What follows belongs to an exercise in optimizing a design on an open flow for small area, a short achievable clock period and few clock cycles per item; a production flow would make more cautious choices. The RTL was checked by simulation tests, not by an equivalence proof against the original design.

==> 02-28: inputs <==
## shift_add_multiplier
module shift_add_multiplier #(
    parameter integer WIDTH = 16
) (
    input wire clk,
    input wire reset_n,
    input wire tvalid_slave_1,
    input signed [WIDTH-1:0] tdata_slave_1,
    output wire tready_slave_1,
    input wire tvalid_slave_2,
    input signed [WIDTH-1:0] tdata_slave_2,
    output wire tready_slave_2,
    output reg tvalid_master,
    output reg signed [WIDTH-1:0] tdata_master,
    input wire tready_master
);
==> flow/config.mk <==
export PLATFORM = sky130hd
export DESIGN_NAME = shift_add_multiplier
export DESIGN_NICKNAME = shift_add_multiplier
export VERILOG_FILES = /design/flow/design.v
export SDC_FILE = /design/flow/constraint.sdc
export NUM_CORES = 4
export LEC_CHECK = 0
export CAP_MARGIN = 20
export CORE_MARGIN = 2
export CORE_UTILIZATION = 40
export SETUP_SLACK_MARGIN = 2.5
export SLEW_MARGIN = 20
export SYNTH_HIERARCHICAL = 1
==> flow/constraint.sdc <==
create_clock -name core_clock -period 5.0 [get_ports {clk}]
set_input_delay 1.0000 -clock core_clock [delete_from_list [all_inputs] [get_ports {clk}]]
set_output_delay 1.0000 -clock core_clock [all_outputs]
set_load 0.01 [all_outputs]
standard.sh (not shown) runs the stock make flow with config.mk's settings and CLKGATE_MAP_FILE= SYNTH_SCRIPT=/design/flow/synth_recipe.tcl, a recipe that flattens the netlist after the stock synthesis.
==> flow/flow/run.sh <==
#!/bin/bash
# The standard layout (standard.sh), with the port buffers that global
# placement inserts made from the smallest buffer cell instead of the default.
set -euo pipefail
export BUFFER_PORTS_ARGS="-buffer_cell sky130_fd_sc_hd__buf_1"
bash standard.sh > standard.log 2>&1
==> inputs of 08-07, as changes to 02-28 <==
--- a/flow/design.v
+++ b/flow/design.v
@@ -16,13 +16,13 @@
 );
   reg held_1;
   reg held_2;
   reg [WIDTH-1:0] factor_a;
   reg [WIDTH-1:0] factor_b;
   wire [WIDTH-1:0] product;
-  reg mid_valid_1;
+  reg mid_valid;
   reg pipe_s126;
   reg pipe_s129;
   reg pipe_s128;
   reg pipe_s130;
   reg pipe_s133;
   reg pipe_s132;
@@ -56,24 +56,22 @@
   reg pipe_pp3;
   reg pipe_p182;
   reg pipe_r264;
   reg pipe_r265;
   reg pipe_r266;
   reg pipe_r267;
-  wire room_1 = ~mid_valid_1 | ~tvalid_master;
-  wire room_2 = ~tvalid_master;
-  wire advance_1 = held_1 & held_2 & (room_1 | tready_master);
-  wire advance_2 = mid_valid_1 & (room_2 | tready_master);
+  wire advance_out = mid_valid & (~tvalid_master | tready_master);
+  wire advance = held_1 & held_2 & (~mid_valid | advance_out);
   wire input_transaction_1 = tvalid_slave_1 & tready_slave_1;
   wire input_transaction_2 = tvalid_slave_2 & tready_slave_2;
-  sam_rdy u_rdy_1 (.held(held_1), .other(held_2), .room(room_1), .tready_master(tready_master), .tready(tready_slave_1));
-  sam_rdy u_rdy_2 (.held(held_2), .other(held_1), .room(room_1), .tready_master(tready_master), .tready(tready_slave_2));
+  assign tready_slave_1 = ~held_1 | advance;
+  assign tready_slave_2 = ~held_2 | advance;
   always @(posedge clk) begin
     if (input_transaction_1) factor_a <= tdata_slave_1;
     if (input_transaction_2) factor_b <= tdata_slave_2;
-    if (advance_1) begin
+    if (advance) begin
       pipe_s126 <= s126;
       pipe_s129 <= s129;
       pipe_s128 <= s128;
       pipe_s130 <= s130;
       pipe_s133 <= s133;
       pipe_s132 <= s132;
@@ -108,23 +106,23 @@
       pipe_p182 <= p182;
       pipe_r264 <= r264;
       pipe_r265 <= r265;
       pipe_r266 <= r266;
       pipe_r267 <= r267;
     end
-    if (advance_2) tdata_master <= product;
+    if (advance_out) tdata_master <= product;
     if (!reset_n) begin
       held_1 <= 1'b0;
       held_2 <= 1'b0;
-      mid_valid_1 <= 1'b0;
+      mid_valid <= 1'b0;
       tvalid_master <= 1'b0;
     end else begin
-      held_1 <= input_transaction_1 | (held_1 & ~advance_1);
-      held_2 <= input_transaction_2 | (held_2 & ~advance_1);
-      mid_valid_1 <= advance_1 | (mid_valid_1 & ~advance_2);
-      tvalid_master <= advance_2 | (tvalid_master & ~tready_master);
+      held_1 <= input_transaction_1 | (held_1 & ~advance);
+      held_2 <= input_transaction_2 | (held_2 & ~advance);
+      mid_valid <= advance | (mid_valid & ~advance_out);
+      tvalid_master <= advance_out | (tvalid_master & ~tready_master);
     end
   end
   wire [15:0] a = factor_a;
   wire [15:0] b = factor_b;
   wire one1 = b[0];
   wire two2 = b[1] & ~b[0];
@@ -495,21 +493,12 @@
   wire x290;
   sam_x2 u_x290 (.a(x289), .b(s180), .y(x290));
   wire x291;
   sam_x2 u_x291 (.a(x290), .b(G262), .y(x291));
   assign product = {x291, r276, r275, r274, r273, r272, r271, r270, r269, r268, pipe_r267, pipe_r266, pipe_r265, pipe_r264, pipe_p182, pipe_pp3};
 endmodule
-module sam_rdy (
-    input wire held,
-    input wire other,
-    input wire room,
-    input wire tready_master,
-    output wire tready
-);
-  assign tready = ~held | (other & (room | tready_master));
-endmodule
 module sam_fa (
     input wire a,
     input wire b,
     input wire c,
     output wire s,
     output wire co
==> flow/run.sh (new file) <==
#!/bin/bash
# synth_recipe.tcl (not shown) runs the flow's synth.tcl, then flattens the netlist and writes it again
# the make line also repeats each setting of config.mk as NAME=value (left out here)
make -C /OpenROAD-flow-scripts/flow DESIGN_CONFIG=/design/flow/config.mk WORK_HOME=/design/flow/orfs CLKGATE_MAP_FILE= SYNTH_SCRIPT=/design/flow/synth_recipe.tcl finish
Settings changed: SETUP_SLACK_MARGIN 2.5 to 2.2.
removed: flow/flow/run.sh
removed: flow/standard.sh
==> inputs of 10-26, as changes to 02-28 <==
--- a/flow/design.v
+++ b/flow/design.v
@@ -16,13 +16,13 @@
 );
   reg held_1;
   reg held_2;
   reg [WIDTH-1:0] factor_a;
   reg [WIDTH-1:0] factor_b;
   wire [WIDTH-1:0] product;
-  reg mid_valid_1;
+  reg mid_valid;
   reg pipe_s126;
   reg pipe_s129;
   reg pipe_s128;
   reg pipe_s130;
   reg pipe_s133;
   reg pipe_s132;
@@ -56,24 +56,22 @@
   reg pipe_pp3;
   reg pipe_p182;
   reg pipe_r264;
   reg pipe_r265;
   reg pipe_r266;
   reg pipe_r267;
-  wire room_1 = ~mid_valid_1 | ~tvalid_master;
-  wire room_2 = ~tvalid_master;
-  wire advance_1 = held_1 & held_2 & (room_1 | tready_master);
-  wire advance_2 = mid_valid_1 & (room_2 | tready_master);
+  wire advance_out = mid_valid & (~tvalid_master | tready_master);
+  wire advance = held_1 & held_2 & (~mid_valid | advance_out);
   wire input_transaction_1 = tvalid_slave_1 & tready_slave_1;
   wire input_transaction_2 = tvalid_slave_2 & tready_slave_2;
-  sam_rdy u_rdy_1 (.held(held_1), .other(held_2), .room(room_1), .tready_master(tready_master), .tready(tready_slave_1));
-  sam_rdy u_rdy_2 (.held(held_2), .other(held_1), .room(room_1), .tready_master(tready_master), .tready(tready_slave_2));
+  assign tready_slave_1 = ~held_1 | advance;
+  assign tready_slave_2 = ~held_2 | advance;
   always @(posedge clk) begin
     if (input_transaction_1) factor_a <= tdata_slave_1;
     if (input_transaction_2) factor_b <= tdata_slave_2;
-    if (advance_1) begin
+    if (advance) begin
       pipe_s126 <= s126;
       pipe_s129 <= s129;
       pipe_s128 <= s128;
       pipe_s130 <= s130;
       pipe_s133 <= s133;
       pipe_s132 <= s132;
@@ -108,23 +106,23 @@
       pipe_p182 <= p182;
       pipe_r264 <= r264;
       pipe_r265 <= r265;
       pipe_r266 <= r266;
       pipe_r267 <= r267;
     end
-    if (advance_2) tdata_master <= product;
+    if (advance_out) tdata_master <= product;
     if (!reset_n) begin
       held_1 <= 1'b0;
       held_2 <= 1'b0;
-      mid_valid_1 <= 1'b0;
+      mid_valid <= 1'b0;
       tvalid_master <= 1'b0;
     end else begin
-      held_1 <= input_transaction_1 | (held_1 & ~advance_1);
-      held_2 <= input_transaction_2 | (held_2 & ~advance_1);
-      mid_valid_1 <= advance_1 | (mid_valid_1 & ~advance_2);
-      tvalid_master <= advance_2 | (tvalid_master & ~tready_master);
+      held_1 <= input_transaction_1 | (held_1 & ~advance);
+      held_2 <= input_transaction_2 | (held_2 & ~advance);
+      mid_valid <= advance | (mid_valid & ~advance_out);
+      tvalid_master <= advance_out | (tvalid_master & ~tready_master);
     end
   end
   wire [15:0] a = factor_a;
   wire [15:0] b = factor_b;
   wire one1 = b[0];
   wire two2 = b[1] & ~b[0];
@@ -495,21 +493,12 @@
   wire x290;
   sam_x2 u_x290 (.a(x289), .b(s180), .y(x290));
   wire x291;
   sam_x2 u_x291 (.a(x290), .b(G262), .y(x291));
   assign product = {x291, r276, r275, r274, r273, r272, r271, r270, r269, r268, pipe_r267, pipe_r266, pipe_r265, pipe_r264, pipe_p182, pipe_pp3};
 endmodule
-module sam_rdy (
-    input wire held,
-    input wire other,
-    input wire room,
-    input wire tready_master,
-    output wire tready
-);
-  assign tready = ~held | (other & (room | tready_master));
-endmodule
 module sam_fa (
     input wire a,
     input wire b,
     input wire c,
     output wire s,
     output wire co
==> flow/run.sh (new file) <==
#!/bin/bash
# synth_recipe.tcl (not shown) runs the flow's synth.tcl, then flattens the netlist and writes it again
# the make line also repeats each setting of config.mk as NAME=value (left out here)
make -C /OpenROAD-flow-scripts/flow DESIGN_CONFIG=/design/flow/config.mk WORK_HOME=/design/flow/orfs CLKGATE_MAP_FILE= SYNTH_SCRIPT=/design/flow/synth_recipe.tcl finish
Settings changed: SETUP_SLACK_MARGIN 2.5 to default.
removed: flow/flow/run.sh
removed: flow/standard.sh
==> summary of the runs <==
- The lowest clock skew belongs to 10-26, the highest to 08-07.
- Design area, highest first: 08-07, 02-28, 10-26.
- The lowest non-clock buffer count belongs to 10-26, the highest to 08-07.
- Between 02-28 and 10-26, the lower via count is in 10-26 (gap about 8%, measured against 10-26).
- The lowest first-iteration DRC count belongs to 10-26, the highest to 02-28.
- Global-route usage, lowest first: 10-26, 08-07, 02-28.
- Synthesized area: 02-28 is larger than 10-26 (about 0.2%).
- Against 08-07, the sequential share of layout area of 10-26 is higher by 4.1 points.
- In clock-buffer cell count, 08-07 and 10-26 do not differ.
Testbench counts of 02-28, summed over its fixed seeds: cycles 1,224, items 1,200.
Testbench counts of 08-07, summed over its fixed seeds: cycles 1,224, items 1,200.
Testbench counts of 10-26, summed over its fixed seeds: cycles 1,224, items 1,200.

-- separate check: timing with driven ports --
In the flow no input, the clock included, has a driving cell. The finished layouts below were timed again as built, in two steps.
Step 1: set_driving_cell puts a clkbuf_16 on clk and a buf_2 on each other input, an assumption about the parent block.
Step 2, shift: input delay + t, output delay - t, t = (earliest + latest rising clock arrival at the registers) / 2. This alone moves slack from input paths to output paths.
Three values: ideal, step 1, step 2; two values: the first two.
run	t (ns)	setup WS [ns]	worst register clock-pin slew, ns	worst slew at a driven data input, ns	pins driven straight from the clock port
02-28	0.391	2.169 / 2.169 / 2.169	0.06 / 0.06	0.03	1
08-07	0.399	2.160 / 2.129 / 2.129	0.06 / 0.06	0.04	1
10-26	0.389	1.353 / 1.353 / 1.353	0.06 / 0.06	0.04	1
After both steps setup and hold are still met in every run listed. The setup slack of 08-07, which loses most, moves by -0.031 ns with the drivers and by -0.031 ns with both steps.
